Background: an optimization exercise with open tools, aiming at small area, a short achievable clock period and few clock cycles. Do not read the settings as production practice.
In this exercise RTL edits were held to simulation tests only and were not proved equivalent to the original.
Power and IR drop assume default switching activity.

`flow/constraint.sdc`:
```
create_clock -name core_clock -period 24.0 [get_ports {clk}]
set_input_delay 4.8000 -clock core_clock [delete_from_list [all_inputs] [get_ports {clk}]]
set_output_delay 4.8000 -clock core_clock [all_outputs]
set_load 0.01 [all_outputs]
```
`flow/config.mk`:
```
export PLATFORM = sky130hd
export DESIGN_NAME = MIPS
export DESIGN_NICKNAME = MIPS
export VERILOG_FILES = /design/flow/design.v
export SDC_FILE = /design/flow/constraint.sdc
export NUM_CORES = 4
export LEC_CHECK = 0
export CAP_MARGIN = 20
export CORE_MARGIN = 2
export CORE_UTILIZATION = 40
export SLEW_MARGIN = 20
```
`flow/design.v`:
```
module alu (Output, CarryOut, zero, overflow, negative, BussA, BussB, ALUControl);
	input [31:0] BussA, BussB;
	input [1:0] ALUControl;
	output zero, overflow, negative, CarryOut;
	wire neg;
	output [31:0] Output;
	reg [31:0] Output;
	wire [31:0] CARRYOUT;
	wire[31:0] AddSubOut, XOROut;
	wire SLTOut;
	wire subtract;
	or (subtract, ALUControl[0], ALUControl[1]);
	assign CarryOut = CARRYOUT[31];
	wire muxOut;
	mux2to1 t1 (.in0(BussB[0]),.in1(~BussB[0]),.s(subtract),.out(muxOut));
	adder  f1 (.a(BussA[0]),.b(muxOut),.cin(subtract),.cout(CARRYOUT[0]),.s(AddSubOut[0]));
	genvar i;
	generate 
	for(i = 1; i < 32; i++) begin : eachAdder
			wire mOut;
			mux2to1 tm (.in0(BussB[i]),.in1(~BussB[i]),.s(subtract),.out(mOut));
			adder  fA (.a(BussA[i]),.b(mOut),.cin(CARRYOUT[i-1]),.cout(CARRYOUT[i]),.s(AddSubOut[i]));
		end
	endgenerate
	xor(overflow, CARRYOUT[31], CARRYOUT[30]);
	assign neg = AddSubOut[31];
	genvar j;
	generate
	for (j = 0; j < 32; j++) begin: eachXOR
			xor(XOROut[j], BussA[j], BussB[j]);
		end
	endgenerate
	xor (SLTOut, overflow, neg); 
	wire [3:0][31:0] outputArray;  
	assign outputArray[0] = AddSubOut;
	assign outputArray[1] = XOROut;
	assign outputArray[2] = AddSubOut;
	assign outputArray[3] = {{31{1'b0}}, SLTOut};
	mux32_4to32 m1(.in(outputArray),.s(ALUControl),.out(Output));
	assign negative = Output[31];
	genvar k;
   wire [30:0] rOut;
	or(rOut[0],Output[1],Output[0]);
	generate 
	for (k = 2; k < 32; k++) begin: eachor	
			or o1(rOut[k-1],rOut[k-2],Output[k]);
		end
	endgenerate
	not n1(zero,rOut[30]);
endmodule 
module adder(a,b,cin,cout,s);
	input a,b,cin;
	output cout,s;
	wire s1,c1,c2,c3;
	xor(s1,a,b);
	xor(s,cin,s1);
	and(c1,a,b);
	and(c2,b,cin);
	and(c3,a,cin);
	or(cout,c1,c2,c3);
endmodule 
module adder32 (Op1,Op2,Sum);
	input [29:0] Op1;
	input [29:0] Op2;
	output[29:0] Sum;	
	reg [29:0] CARRYOUT;
	adder  f1 (.a(Op1[0]),.b(Op2[0]),.cin(1'b0),.cout(CARRYOUT[0]),.s(Sum[0]));
	genvar i;
	generate 
	for(i = 1; i < 30; i++) begin : eachAdder
			wire mOut;
			adder  fA (.a(Op1[i]),.b(Op2[i]),.cin(CARRYOUT[i-1]),.cout(CARRYOUT[i]),.s(Sum[i]));
		end
	endgenerate
endmodule 
module mux2to1 (in0,in1, s,out);
	input  in0,in1;	
	input s;
	output out;
	wire [1:0] inOut;
	wire sNot;
	not (sNot, s);
	and a1 (inOut[0], in0, sNot);
	and a2 (inOut[1], in1, s);
	or o1 (out, inOut[0], inOut[1]);
endmodule
module f2oMux (in,s,out);
	input [3:0]in;
	input [1:0] s;    
	output out;
  wire aOut1, aOut2,aOut3,aOut4;
	and a1(aOut1,s[1],s[0],in[3]);
	and a2(aOut2,s[1],~s[0],in[2]);
	and a3(aOut3,~s[1],s[0],in[1]);
	and a4(aOut4,~s[1],~s[0],in[0]);
	or o1(out,aOut1,aOut2,aOut3,aOut4);
endmodule 
module s2oMux(in,s,out);
	input [15:0]in;
	input [3:0] s;
	reg [3:0] Output;	  
	output out;
	f2oMux m0 (in[3:0], s[1:0],Output[0]);
	f2oMux m1 (in[7:4], s[1:0],Output[1]);
	f2oMux m2 (in[11:8], s[1:0],Output[2]);
	f2oMux m3 (in[15:12], s[1:0],Output[3]);
	f2oMux m4 (Output, s[3:2],out);
endmodule 
module mux30_2to1(Input0, Input1, s,Out);
	input [29:0] Input0;
	input [29:0] Input1;
	input s;
	output [29:0] Out;
	genvar i;
	generate 
		for (i = 0; i<30; i++) begin: eachMux
			mux2to1 m2(.in0(Input0[i]),.in1(Input1[i]),.s(s),.out(Out[i]));
		end
	endgenerate 
endmodule
module mux32_2to1(Input0, Input1, s,Out);
	input [31:0] Input0;
	input [31:0] Input1;
	input s;
	output [31:0] Out;
	genvar i;
	generate 
		for (i = 0; i<32; i++) begin: eachMux
			mux2to1 m2(.in0(Input0[i]),.in1(Input1[i]),.s(s),.out(Out[i]));
		end
	endgenerate 
endmodule
module t2oMux (in,s,out);
	input [31:0] in;
	input [4:0] s;
	reg [1:0] Output;
	output out;
	s2oMux s0(in[15:0],s[3:0],Output[0]);
	s2oMux s1(in[31:16],s[3:0],Output[1]);
	reg aOut1,aOut2;
	and(aOut1,Output[1],s[4]);
	and(aOut2,Output[0],~s[4]);
	or o1(out,aOut1,aOut2);
endmodule 
module mux32_4to32(in,s,out);
	input reg[3:0][31:0]in;
	output [31:0]out;
	input [1:0] s;  
	wire  [31:0][3:0] tempArr;  
	genvar row, colm;
	generate
		for(row = 0; row < 4; row++) begin : eachR
			for(colm = 0; colm < 32; colm++) begin : eachS
				buf R(tempArr[colm][row], in[row][colm]);
			end
		end
	endgenerate
	genvar i;
	generate
		for(i = 0; i < 32; i++) begin : eachM
			f2oMux t0 (tempArr[i],s,out[i]);
		end
	endgenerate
endmodule 
module t2t2tot2Mux(arr,s,out);
	input reg[31:0][31:0]arr;
	output [31:0]out;
	input [4:0] s;  
	wire  [31:0][31:0] tempArr;  
	genvar row, colm;
	generate
		for(row = 0; row < 32; row++) begin : eachR
			for(colm = 0; colm < 32; colm++) begin : eachS
				buf R(tempArr[colm][row], arr[row][colm]);
			end
		end
	endgenerate
	genvar i;
	generate
		for(i = 0; i < 32; i++) begin : eachM
			t2oMux t0 (tempArr[i],s,out[i]);
		end
	endgenerate
endmodule 
module PipelineRegister (in, out, clk, reset);
	output reg [31:0] out;
	input [31:0] in;
	input reset, clk;
	always @(posedge clk)
	if (reset)
		out <= 32'b0;
	else
		out <= in;
endmodule
module PipelineImm (in, out, clk, reset);
	output reg [15:0] out;
	input [15:0] in;
	input reset, clk;
	always @(posedge clk)
	if (reset)
		out <= 16'b0;
	else
		out <= in;
endmodule
module PipelineExecute (in, out, clk, reset);
	output reg [9:0] out;
	input [9:0] in;
	input reset, clk;
	always @(posedge clk)
	if (reset)
		out <= 10'b0;
	else
		out <= in;
endmodule
module PipelineMemory (in, out, clk, reset);
	output reg [7:0] out;
	input [7:0] in;
	input reset, clk;
	always @(posedge clk)
	if (reset)
		out <= 8'b0;
	else
		out <= in;
endmodule
module PipelineWrite (in, out, clk, reset);
	output reg [5:0] out;
	input [5:0] in;
	input reset, clk;
	always @(posedge clk)
	if (reset)
		out <= 6'b0;
	else
		out <= in;
endmodule
module PipelineRegControls (in, out, clk, reset);
	output reg [19:0] out;
	input [19:0] in;
	input reset, clk;
	always @(posedge clk)
	if (reset)
		out <= 20'b0;
	else
		out <= in;
endmodule
module PipelineControls (in, out, clk, reset);
	output reg [10:0] out;
	input [10:0] in;
	input reset, clk;
	always @(posedge clk)
	if (reset)
		out <= 11'b0;
	else
		out <= in;
endmodule
module regfile (ReadData1, ReadData2, WriteData, ReadRegister1, ReadRegister2, WriteRegister, RegWrite, clk);
	input [4:0] ReadRegister1, ReadRegister2, WriteRegister;
	input RegWrite, clk;
	input [31:0] WriteData;
	output [31:0] ReadData1, ReadData2;	
	wire reset = 0;
	wire [31:0] SelectRegister;
	wire [31:0][31:0] routReg;
	wire [31:0] rawData1, rawData2;
	decoder5to32 d1(.in(WriteRegister), .out(SelectRegister), .enable(RegWrite));
	assign routReg[0] = 32'b0;
	genvar i;
	generate 
		for (i = 1;i <32;i++) begin: eachReg32
			reg32 register(.in(WriteData),.out(routReg[i]),.decoderOut(SelectRegister[i]),.reset(reset), .clk(clk));
		end
	endgenerate
   t2t2tot2Mux mux1(.arr(routReg),.s(ReadRegister1),.out(rawData1));
	t2t2tot2Mux mux2(.arr(routReg),.s(ReadRegister2),.out(rawData2));
	assign ReadData1 = (RegWrite && WriteRegister == ReadRegister1 && ReadRegister1 != 5'b00000) ? WriteData : rawData1;
	assign ReadData2 = (RegWrite && WriteRegister == ReadRegister2 && ReadRegister2 != 5'b00000) ? WriteData : rawData2;
endmodule
module reg32 (in, out, decoderOut,reset, clk);
	input reset,clk;
	input decoderOut;   
	input [31:0] in;  
	output reg [31:0] out;
	reg [31:0] d;
	genvar i;
	generate 
		for (i = 0;i <32;i++) begin: eachDff
			mux2to1 m1 (.in0(out[i]), .in1(in[i]),.s(decoderOut),.out(d[i]));
			D_FF dFF(.q(out[i]), .d(d[i]),.reset(reset), .clk(clk));
		end
	endgenerate
endmodule
 module D_FF (q, d, reset, clk);
	output reg q;
	input d, reset, clk;
	always @(posedge clk)
	if (reset)
		q <= 0;  
	else
		q <= d;  
endmodule
module decoder2to4 (in, out, enable);
	input [1:0] in;
	input enable;
	output [3:0]out;
	wire [1:0] notOut;
	not n1(notOut[1], in[1]);
	not n2(notOut[0], in[0]);
	and a0(out[0], enable, notOut[0], notOut[1]);
	and a1(out[1], enable, in[0], notOut[1]);
	and a2(out[2], enable, notOut[0], in[1]);
	and a3(out[3], enable, in[0], in[1]);
endmodule
module decoder3to8 (in,out,enable);
	input [2:0] in;
	input enable;
	output [7:0]out;
	wire [2:0] notOut;
	not n1(notOut[2], in[2]);
	not n2(notOut[1], in[1]);
	not n3(notOut[0], in[0]);
	and a0(out[0], enable, notOut[0], notOut[1], notOut[2]);
	and a1(out[1], enable, in[0], notOut[1],notOut[2]);
	and a2(out[2], enable, notOut[0], in[1],notOut[2]);
	and a3(out[3], enable, in[0], in[1], notOut[2]);
	and a4(out[4], enable, notOut[0],notOut[1],in[2]);
	and a5(out[5], enable, in[0],notOut[1],in[2]);
	and a6(out[6], enable, notOut[0], in[1], in[2]);
	and a7(out[7], enable, in[0], in[1], in[2]);
endmodule
module decoder5to32 (in, out, enable);
	input [4:0] in;
	input enable;
	output [31:0] out;
	wire [3:0] enableOut;
	decoder3to8 d1 (in[2:0], out[7:0], enableOut[0]);
	decoder3to8 d2 (in[2:0], out[15:8], enableOut[1]);
	decoder3to8 d3 (in[2:0], out[23:16], enableOut[2]);
	decoder3to8 d4 (in[2:0], out[31:24], enableOut[3]);
	decoder2to4 d5 (in[4:3], enableOut, enable);
endmodule
module Control (Instr, RegDst, WriteRegister, ALUSrc, MemToReg, RegWr, MemWr, Branch, 
						Jump, JR, ALUCntrl, ZeroExt, Rs, Rt, Rd, xRs, xRt, Imm16, TargetInstr);
	input [31:0] Instr;
	reg [5:0] Funct;
	reg [5:0] Opcode;
	output reg RegDst, ALUSrc, MemToReg, RegWr, MemWr, Branch, JR, ZeroExt, xRs, xRt;
	output reg Jump;
	output reg [1:0] ALUCntrl;
	output reg [4:0] Rs, Rt, Rd, WriteRegister;
	output reg [15:0] Imm16;
	output reg [25:0] TargetInstr;
	assign Rs = Instr[25:21];	
	assign Rt = Instr[20:16];
	assign Rd = Instr[15:11];
	assign Imm16 = Instr[15:0];
	assign TargetInstr = Instr[25:0];
	always @(*) begin
		Funct = Instr[5:0];
		Opcode = Instr[31:26];
		RegDst = 0;
		WriteRegister = 5'b00000;
		ALUSrc = 0;
		MemToReg = 0;
		RegWr = 0;
		MemWr = 0;
		Branch = 0;
		Jump = 0;
		ALUCntrl = 2'b00;
		JR = 0;
		ZeroExt = 0;
		xRs = 0;
		xRt = 0;
		if (Opcode == 6'b000000) begin
			case (Funct)
				6'b100000  : begin 
								 RegDst = 1;
								 WriteRegister = Rd; 
								 RegWr = 1; 
								 ALUCntrl = 2'b00;
							 end  
				6'b100010  : begin 
								 RegDst = 1; 
								 WriteRegister = Rd;
								 RegWr = 1;
								 ALUCntrl = 2'b10;
							 end  
				6'b001000  : begin
								 Jump = 1; 
								 JR = 1; 
								 xRt = 1; 
							 end  
				6'b101010  : begin 
								 RegDst = 1; 
								 WriteRegister = Rd;
								 RegWr = 1; 
								 ALUCntrl = 2'b11;
							 end  
				default;
			endcase
		end
		case (Opcode)
			6'b100011  : begin
							 WriteRegister = Rt;
							 ALUSrc = 1; 
							 MemToReg = 1; 
							 RegWr = 1; 
							 ALUCntrl = 2'b00;
							 xRt = 1; 
						 end  
			6'b101011  : begin 
							 ALUSrc = 1; 
							 MemWr = 1; 
							 ALUCntrl = 2'b00;
						 end  
			6'b000101  : begin 
							 Branch = 1; 
							 ALUCntrl = 2'b10;
						 end  
			6'b001110  : begin 
							 WriteRegister = Rt;
							 ALUSrc = 1; 
							 RegWr = 1; 
							 ALUCntrl = 2'b01;
							 ZeroExt = 1; 
							 xRt = 1;
						 end  
			6'b000010  : begin 
							 Jump = 1; 
							 JR = 0; 
							 xRs = 1;
							 xRt = 1; 
						 end  
			default;
		endcase
	end
endmodule
module Forward (Rs, Rt, xRs, xRt, PortA, PortB, DataA, DataB, ALUData, MemData, ForwardA, ForwardB);
	input xRs, xRt;
	input [4:0] Rs, Rt, PortA, PortB;
	input [31:0] DataA, DataB, ALUData, MemData;
	output reg [31:0] ForwardA, ForwardB;
	always @(*) begin
		if (Rs == 5'b00000)
			ForwardA = DataA;
		else if (Rs == PortA && !xRs)
			ForwardA = ALUData;
		else if (Rs == PortB && !xRs)
			ForwardA = MemData;
		else 
			ForwardA = DataA;
	end
	always @(*) begin
		if (Rt == 5'b00000)
			ForwardB = DataB;
		else if (Rt == PortA && !xRt)
			ForwardB = ALUData;
		else if (Rt == PortB && !xRt)
			ForwardB = MemData;
		else 
			ForwardB = DataB;
	end
endmodule
module AcceleratedBranch (DataA, DataB, Zero);
	input [31:0] DataA, DataB;
	output reg Zero;
	wire [31:0] Equivalency;
	wire [7:0] Equiv;
	wire [1:0] ZeroTest;
	assign Equivalency = DataA ^ DataB;
	always @(*) begin
		case(Equivalency)
			32'b0 : Zero = 1;
			default : Zero = 0;
		endcase
	end
endmodule
module CheckBranch (Opcode, AccBranch);
	input [5:0] Opcode;
	output AccBranch;
	wire [5:0] Branch;
	assign Branch = 6'b000101;
	wire [5:0] Cmp;
	genvar i;
	generate
		for (i = 0; i < 6; i++) begin : eachXor
			xor each_xor(Cmp[i], Opcode[i], Branch[i]);
		end
	endgenerate
	nor n(AccBranch, Cmp[0], Cmp[1], Cmp[2], Cmp[3], Cmp[4], Cmp[5]);
endmodule
module FetchUnit(Branch, Zero, Jump, JR, TargetInstr, Regrs, Imm16, Instr, Address, InstrIn, clk, reset);
	input Branch,Zero,JR, Jump, clk,reset;
	input [15:0] Imm16;
	input [25:0] TargetInstr;
	input [31:0] Regrs;
	output [31:0] Instr;	
	output [31:0] Address;
	input [31:0] InstrIn;
	wire [29:0] PC;
	wire [29:0] temp_PC;
	wire [29:0] Jumpaddress; 
	wire bez;
	and a1(bez, Branch, ~Zero);
	wire [29:0] immExtened; 
	wire [29:0] pcNew;
	assign Address[1:0] = 2'b0;
	mux30_2to1 mBez(.Input0({29'b0,1'b1}),.Input1({{14{Imm16[15]}},Imm16[15:0]}),
						 .s(bez),.Out(immExtened));
	adder32 ad1(.Op1(PC),.Op2(immExtened),.Sum(pcNew));
	mux30_2to1 mBJr(.Input0({PC[29:26], TargetInstr[25:0]}),
	                .Input1(Regrs[31:2]),.s(JR),.Out(Jumpaddress));
	mux30_2to1 mJump(.Input0(pcNew),.Input1(Jumpaddress),
						  .s(Jump),.Out(temp_PC));
   genvar i;
	generate
		for ( i = 0; i<30;i++) begin: eachDFF
			D_FF d(.q(PC[i]),.d(temp_PC[i]),.reset(reset),.clk(clk));
		end
	endgenerate
	assign Address [31:2] = PC[29:0]; 
	assign Instr = InstrIn;
endmodule 
module MIPS(clk, reset, imem_addr, imem_data, dmem_addr, dmem_wdata, dmem_we, dmem_rdata);
	input clk, reset;
	output [31:0] imem_addr;
	input [31:0] imem_data;
	output [31:0] dmem_addr, dmem_wdata;
	output dmem_we;
	input [31:0] dmem_rdata;
	wire [31:0] Instr;
	wire RegDst, ALUSrc, MemToReg, RegWr, MemWr, Branch, Jump, JR, ZeroExt, xRt, xRs, AccZero, AccBranch;
	wire [1:0] ALUCntrl;
	wire [4:0] Rs, Rt, Rd, WriteRegister;
	wire [31:0] WriteData;
	wire [31:0] ReadData1, ReadData2;
	wire [31:0] BussB;
	wire zero, overflow, CarryOut, negative;
	wire [15:0] Imm16;
	wire [31:0] Extended;
	wire [25:0] TargetInstr;
	wire [31:0] ForwardA, ForwardB;
	wire [31:0] p_Instr;
	wire [15:0] p_Imm16;
	wire p_AccBranch;
	wire ex_MemToReg, ex_RegWr, ex_MemWr;
	wire [1:0] ex_ALUCntrl;
	wire [4:0] ex_WriteRegister;
	wire [15:0] ex_Imm16;
	wire [31:0] ex_ReadData1, ex_ReadData2, ex_BussB;
	wire [31:0] ex_ALUOut;	
	wire mem_MemToReg, mem_RegWr, mem_MemWr;
	wire [4:0] mem_WriteRegister;
	wire [31:0] mem_ReadData2;
	wire [31:0] mem_ALUOut, mem_MemOut;
	wire wr_RegWr;
	wire [4:0] wr_WriteRegister;
	wire [31:0] wr_WriteData;
	FetchUnit Fetch1(.Branch(p_AccBranch), .Zero(AccZero), .Jump(Jump), .JR(JR), .TargetInstr(TargetInstr), 
						  .Regrs(ForwardA), .Imm16(p_Imm16), .Instr, .Address(imem_addr), .InstrIn(imem_data), .clk, .reset);
	CheckBranch CheckAccBranch(.Opcode(Instr[31:26]), .AccBranch);
   PipelineRegister InstrReg (.in(Instr), .out(p_Instr), .clk, .reset);
   PipelineImm Imm16Reg (.in(Instr[15:0]), .out(p_Imm16), .clk, .reset);
	D_FF BranchReg (.q(p_AccBranch), .d(AccBranch),.reset, .clk);
	regfile reg1(.ReadData1, .ReadData2, .WriteData(wr_WriteData), 
			  .ReadRegister1(Rs), .ReadRegister2(Rt), .WriteRegister(wr_WriteRegister),
			  .RegWrite(wr_RegWr), .clk(clk));
	Control cntrl (.Instr(p_Instr), .RegDst, .WriteRegister, .ALUSrc, .MemToReg, .RegWr, .MemWr, .Branch, 
						.Jump, .JR, .ALUCntrl, .ZeroExt, .Rs, .Rt, .Rd, .xRs, .xRt, .Imm16, .TargetInstr);
	Extend Ext1(.Imm16, .Extended, .Ext(ZeroExt));
	mux32_2to1 alusrc(.Input0(ForwardB),.Input1(Extended),.s(ALUSrc),.Out(BussB));
	Forward forCntrl (.Rs, .Rt, .xRs, .xRt, .PortA(ex_WriteRegister), .PortB(mem_WriteRegister), .DataA(ReadData1), 
							.DataB(ReadData2), .ALUData(ex_ALUOut), .MemData(WriteData), .ForwardA, .ForwardB);
	AcceleratedBranch BranchZero (.DataA(ForwardA), .DataB(ForwardB), .Zero(AccZero));
	PipelineRegister ReadReg1 (.in(ForwardA), .out(ex_ReadData1), .clk, .reset);
	PipelineRegister ReadReg2 (.in(ForwardB), .out(ex_ReadData2), .clk, .reset);
	PipelineRegister ALUBBussB (.in(BussB), .out(ex_BussB), .clk, .reset);
	PipelineExecute PipeExe (.in({MemToReg, RegWr, MemWr, ALUCntrl, WriteRegister}),
										 .out({ex_MemToReg, ex_RegWr, ex_MemWr, ex_ALUCntrl,
												ex_WriteRegister}), .clk, .reset);
	alu alu1(.Output(ex_ALUOut), .CarryOut, .zero, .overflow,
		 .negative, .BussA(ex_ReadData1), .BussB(ex_BussB), .ALUControl(ex_ALUCntrl));
	PipelineRegister ExeALUOut (.in(ex_ALUOut), .out(mem_ALUOut), .clk, .reset);
	PipelineRegister ExeDataB (.in(ex_ReadData2), .out(mem_ReadData2), .clk, .reset);
	PipelineMemory PipeMem (.in({ex_MemToReg, ex_RegWr, ex_MemWr, ex_WriteRegister}),
									.out({mem_MemToReg, mem_RegWr, mem_MemWr, mem_WriteRegister}), .clk, .reset);
   assign dmem_addr = mem_ALUOut;
   assign dmem_wdata = mem_ReadData2;
   assign dmem_we = mem_MemWr;
   assign mem_MemOut = dmem_rdata;
	mux32_2to1 mem2reg(.Input0(mem_ALUOut),.Input1(mem_MemOut), .s(mem_MemToReg),.Out(WriteData));
	PipelineRegister WriteReg (.in(WriteData), .out(wr_WriteData), .clk, .reset);
	PipelineWrite PipeWr (.in({mem_RegWr, mem_WriteRegister}), 
								 .out({wr_RegWr, wr_WriteRegister}), .clk, .reset);
endmodule
module Extend (Imm16, Extended, Ext);
	input [15:0] Imm16;
	input Ext;
	output reg [31:0] Extended;
	reg [31:0] SE, ZE;
	assign SE[31:0] = {{16{Imm16[15]}},Imm16[15:0]};
	assign ZE[31:0] = {16'b0,Imm16[15:0]};
	always @(*) begin
		case (Ext)
			0 : Extended = SE;
		   1 : Extended = ZE;
			default;
		endcase
	end
endmodule
```
`flow/run.sh`:
```
#!/bin/bash
# synth_recipe.tcl (not shown) runs the flow's synth.tcl, then flattens the netlist and writes it again
# the make line also repeats each setting of config.mk as NAME=value (left out here)
make -C /OpenROAD-flow-scripts/flow DESIGN_CONFIG=/design/flow/config.mk WORK_HOME=/design/flow/orfs CLKGATE_MAP_FILE= SYNTH_SCRIPT=/design/flow/synth_recipe.tcl finish
```
==> run notes <==
==> worst max-delay path by stage <==
stage,cells past startpoint,startpoint,endpoint,slack [ns]
6_report,81,ALUBBussB.out[0],flop,0.51
3_5_place_dp,78,PipeExe.out[5],flop,-0.93
5_1_grt,81,ALUBBussB.out[0],flop,-0.03
3_3_place_gp,81,PipeExe.out[5],flop,-0.85
4_1_cts,78,PipeExe.out[6],flop,0.03
2_1_floorplan,81,PipeExe.out[5],flop,0.01
==> metal layers <==
metal | global-route usage | vias up | wire length [um]
met5 | 0 | - | 34
met4 | 0.1607 | 4 | 13970
met3 | 0.06664 | 604 | 23220
met2 | 0.4537 | 2659 | 103200
met1 | 0.3617 | 20710 | 80890
li1 | - | 16070 | -
==> worst max-delay path, delay by kind of cell (launching register included) <==
| family | cells | cell delay [ns] |
|---|---|---|
| adder cells (fa/ha/maj) | 59 | 20.25 |
| AO/OA/AOI/OAI | 8 | 1.37 |
| buffers and inverters | 6 | 0.59 |
| AND/OR/NAND/NOR | 7 | 0.56 |
| flip-flops | 1 | 0.32 |
| XOR/XNOR | 1 | 0.19 |
==> through the flow <==
step / hold WS [ns] / worst slack (ns) / instance area [um2] / util
global placement: 0.4167 / -0.8456 / 64130 / 0.4292
global route: 0.4549 / -0.02599 / 68630 / 0.4593
CTS: 0.4340 / 0.02744 / 68530 / 0.4587
detailed placement: 0.4204 / -0.9251 / 64140 / 0.4293
finish: 0.4319 / 0.5096 / 68630 / 0.4593
floorplan: 0.4138 / 0.01014 / 60230 / -
==> synth_stat cells (7+ instances only) <==
| library cell | n |
|---|---|
| sky130_fd_sc_hd__dfxtp_1 | 279 |
| sky130_fd_sc_hd__mux4_2 | 371 |
| sky130_fd_sc_hd__and2_1 | 31 |
| sky130_fd_sc_hd__o22ai_1 | 81 |
| sky130_fd_sc_hd__and3_1 | 17 |
| sky130_fd_sc_hd__a211o_1 | 7 |
| sky130_fd_sc_hd__buf_4 | 121 |
| sky130_fd_sc_hd__a21oi_1 | 113 |
| sky130_fd_sc_hd__clkbuf_1 | 123 |
| sky130_fd_sc_hd__nor2_1 | 307 |
| sky130_fd_sc_hd__nand2_1 | 176 |
| sky130_fd_sc_hd__mux2i_1 | 255 |
| sky130_fd_sc_hd__a221o_1 | 10 |
| sky130_fd_sc_hd__buf_1 | 25 |
| sky130_fd_sc_hd__buf_6 | 17 |
| sky130_fd_sc_hd__fa_1 | 58 |
| sky130_fd_sc_hd__o211ai_1 | 13 |
| sky130_fd_sc_hd__nand2b_1 | 15 |
| sky130_fd_sc_hd__inv_1 | 26 |
| sky130_fd_sc_hd__a211oi_1 | 40 |
| sky130_fd_sc_hd__buf_2 | 70 |
| sky130_fd_sc_hd__xnor2_1 | 70 |
| sky130_fd_sc_hd__a221oi_1 | 77 |
| sky130_fd_sc_hd__nand4_1 | 19 |
| sky130_fd_sc_hd__o221ai_1 | 19 |
| sky130_fd_sc_hd__o21ai_0 | 73 |
| sky130_fd_sc_hd__nand3_1 | 58 |
| sky130_fd_sc_hd__a22oi_1 | 82 |
| sky130_fd_sc_hd__nor3b_1 | 7 |
| sky130_fd_sc_hd__nor4_1 | 14 |
| sky130_fd_sc_hd__a32o_1 | 9 |
| sky130_fd_sc_hd__nor2b_1 | 120 |
| sky130_fd_sc_hd__nor3_1 | 38 |
| sky130_fd_sc_hd__or3_1 | 8 |
| sky130_fd_sc_hd__xor2_1 | 53 |
| sky130_fd_sc_hd__a31oi_1 | 10 |
| sky130_fd_sc_hd__a22o_1 | 7 |
| sky130_fd_sc_hd__edfxtp_1 | 992 |
| sky130_fd_sc_hd__mux2_2 | 81 |
==> power groups by stage <==
stage / clock (mW) / sequential (mW) / combinational, mW
2_1_floorplan: 0 / 2.55 / 0.407
3_3_place_gp: 0 / 2.56 / 0.713
3_5_place_dp: 0 / 2.56 / 0.716
4_1_cts: 2.10 / 2.52 / 0.719
5_1_grt: 2.19 / 2.52 / 0.768
6_report: 2.09 / 2.52 / 0.738
==> layout make-up <==
| class | count | area [um2] |
|---|---|---|
| Inverter | 30 | 113.9 |
| Sequential cell | 1271 | 35420 |
| Clock buffer | 174 | 3691 |
| Timing Repair Buffer | 355 | 3119 |
| Clock inverter | 68 | 640.6 |
| Antenna cell | 4 | 10.01 |
| Multi-Input combinational cell | 2357 | 23110 |
| Tap cell | 2016 | 2522 |
| Fill cell | 13000 | 80790 |
==> logic make-up (layout without fill, tap and decap cells) <==
| family | count (synthesis) | in the layout |
|---|---|---|
| adders and majority gates | 60 | 60 |
| other | 1 | 6 |
| xor gates and xnor gates | 123 | 123 |
| AOI/OAI and AO/OA | 622 | 622 |
| DFF | 1271 | 1271 |
| buffers and inverters | 386 | 627 |
| muxes | 709 | 709 |
| and+or+nand+nor | 841 | 841 |
==> timing repair <==
item / 4_1_cts / 5_1_grt
setup buffers: 1 / 2
pin swaps: 10 / 29
setup endpoints to repair: 3 / 2
resized for setup: 18 / 9
==> implementation parameters <==
Parameter                              Value

Worst setup path
  Critical path data required time    24.66 ns
  Most frequent cell on the critical path    sky130_fd_sc_hd__fa_2
  Worst path arrival time    24.15 ns
  Source of the worst register-to-register timing path    ALUBBussB.out[0]
  Worst R2R Path Depth    81
  Worst setup path category    reg -> reg
  Slack of the worst reg-to-reg path    0.51 ns
  Maximum fanout along the worst path    3
  Worst setup SP type    flop
  Element type at the critical path end    flop
  Stage delay of the slowest cell on the critical path    0.43 ns
  Cell with the biggest individual delay on the critical path    sky130_fd_sc_hd__fa_2

Timing
  Shortest clock period the worst path allows after layout    23.49 ns
  Final setup vio count    0
  Number of endpoints with negative hold slack in the final report    0
  Setup_tns    0 ns
  Post-route clock skew    0.02993 ns
  Final Max Tran Viols    0
  Share of the cycle needed by the critical path after routing    0.9788
  Headroom to the max-slew limit    0.2034
  Fmax    42.57 MHz
  Measured slew at the worst slew-check pin    1.187 ns

Route
  Post-DRT Antenna Nets    0
  Vias/cell    6.382
  Routed wire length per instance    35.27 um
  Drt initial violations    5687
  Total number of vias    40050
  Number of design rule violations left after detail routing    0
  Count of TritonRoute iterations in the first routing pass    6
  Detailed-route wire length    221.3 mm

Cells and area
  Highest-count cells in the layout ignoring fill and taps    sky130_fd_sc_hd__edfxtp_1 (992), sky130_fd_sc_hd__mux4_2 (371), sky130_fd_sc_hd__nor2_1 (271), sky130_fd_sc_hd__mux2i_1 (255), sky130_fd_sc_hd__dfxtp_1 (253)
  Share of post-route cells with drive strength above 1    0.2390
  Leading cell type in the layout, fill and taps excluded    sky130_fd_sc_hd__edfxtp_1
  Area growth from synthesis to layout    14.28%
  Net count, final    4277
  Final Non-Filler Cells    6275

Synth
  Sequential area share after synthesis    0.5890
  Post-synth cell types    89
  Share of the synthesized area in compound gates (AO/OA/AOI/OAI)    0.07357
  Post-synthesis sequential element count    1271
  Area share of the leading cell type in the synthesized netlist    0.4960
  Number of instances in the synthesized netlist    4013
  Number of flops mapped to enable cells by yosys    992
  Synth warnings    17
  Post-synthesis share of cell area spent on xor and xnor gates    0.01794
  Dominant combinational cell family by area after synthesis    multiplexers
  Simple logic cell fraction of the synthesized area    0.06719
  Library cell occupying the most area in the post-synthesis netlist    sky130_fd_sc_hd__edfxtp_1
  Mux share of post-synthesis cell area    0.1972
  Share of flip-flops with an asynchronous set or reset after synthesis    0
  Synthesized-area fraction occupied by adder cells    0.01975
  Total standard cell area after synthesis    60060 um2
  Cell types occupying the most area after synthesis    sky130_fd_sc_hd__edfxtp_1 (50%), sky130_fd_sc_hd__mux4_2 (14%), sky130_fd_sc_hd__dfxtp_1 (9.3%), sky130_fd_sc_hd__mux2i_1 (4.3%), sky130_fd_sc_hd__fa_1 (1.9%)
  Leading register cell type out of synthesis    sky130_fd_sc_hd__edfxtp_1
  Post-synthesis average cell area    14.97 um2

Floorplanning
  Core Rows    142
  Ports placed on the boundary    163
  DIE WIDTH    391.5 um
  Total core area    149400 um2
  Total die area    153300 um2
  Initial Util    0.4019
  Die Y-Extent    391.5 um

Clock network
  Number of buffers created by CTS    136
  Number of buffers between clock root and the deepest sink    3
  Clock tree sinks    1271
  CTS HTree Levels    4
  Post-cts hold buffer count    0
  Clock latency on the worst-skew pair    0.78 ns
  Clock Pin Slew Worst Setup and Hold Paths    0.06 ns
  CTS tree    built
  Clock root buffer master    sky130_fd_sc_hd__clkbuf_16

Power and ir drop
  Switch share    0.2677
  Part of the total power dissipated in combinational logic    0.138
  Part of the power in the clock network    0.390
  Cell-internal power    3.913 mW
  Power dissipated by switching net loads    1.430 mW
  Total Power Consumption    5.343 mW
  Pwr dens    77.86 nW/um2
  Max IR drop VDD    75.19 uV
  Proportion of power drawn by flip-flops and latches    0.472
  Static leakage    22.45 nW

Global route
  Antenna violations before repair    8
  Vias in the first global route    39410
  First-pass GRT wire length    306.3 mm
  Maximum number of pins on one net before global-route repair    98
  Total overflow reported by the global router    0
  Total Routing Usage GR    0.2862

Run
  Total of max-cap violations    0

Placed design
  Half-perimeter wire length after placement    138.4 mm
  Port Buffer Count    160
  Final RePlAce weighted congestion    0.9660
  Instance count after placement with tap cells included    6025

Min path
  Worst hold start    ReadReg2.out[2]
  Worst min-delay path category    reg -> reg
  Hold Path Stages    1
  Min-Delay Endpoint    ExeDataB.out[2]

Status
  Outcome    finished clean
Testbench counts, summed over its fixed seeds: cycles 63,821.

[separate check: timing with driven ports]
How much do the figures lean on ideal ports? The routed layout below was timed once more, with nothing changed but the port constraints. Step 1 assumes that a clkbuf_16 drives the clock port and a buf_2 every other input. Step 2 also shifts input and output timing later by t, the mid clock arrival at the registers, as if the neighbouring blocks saw the same clock. Slacks: ideal ports / drivers / drivers and shift; pairs: ideal ports / drivers.
t (ns): 0.863
setup WS [ns]: 0.510 / 0.510 / 0.510
latest minus earliest clock arrival (ns): 0.038 / 0.037
slew at the worst register clock pin (ns): 0.07 / 0.07
worst data-port slew with drivers (ns): 0.09
After both steps setup and hold are still met in this run. The setup slack of this run moves by 0.000 ns with the drivers and by 0.000 ns with both steps.
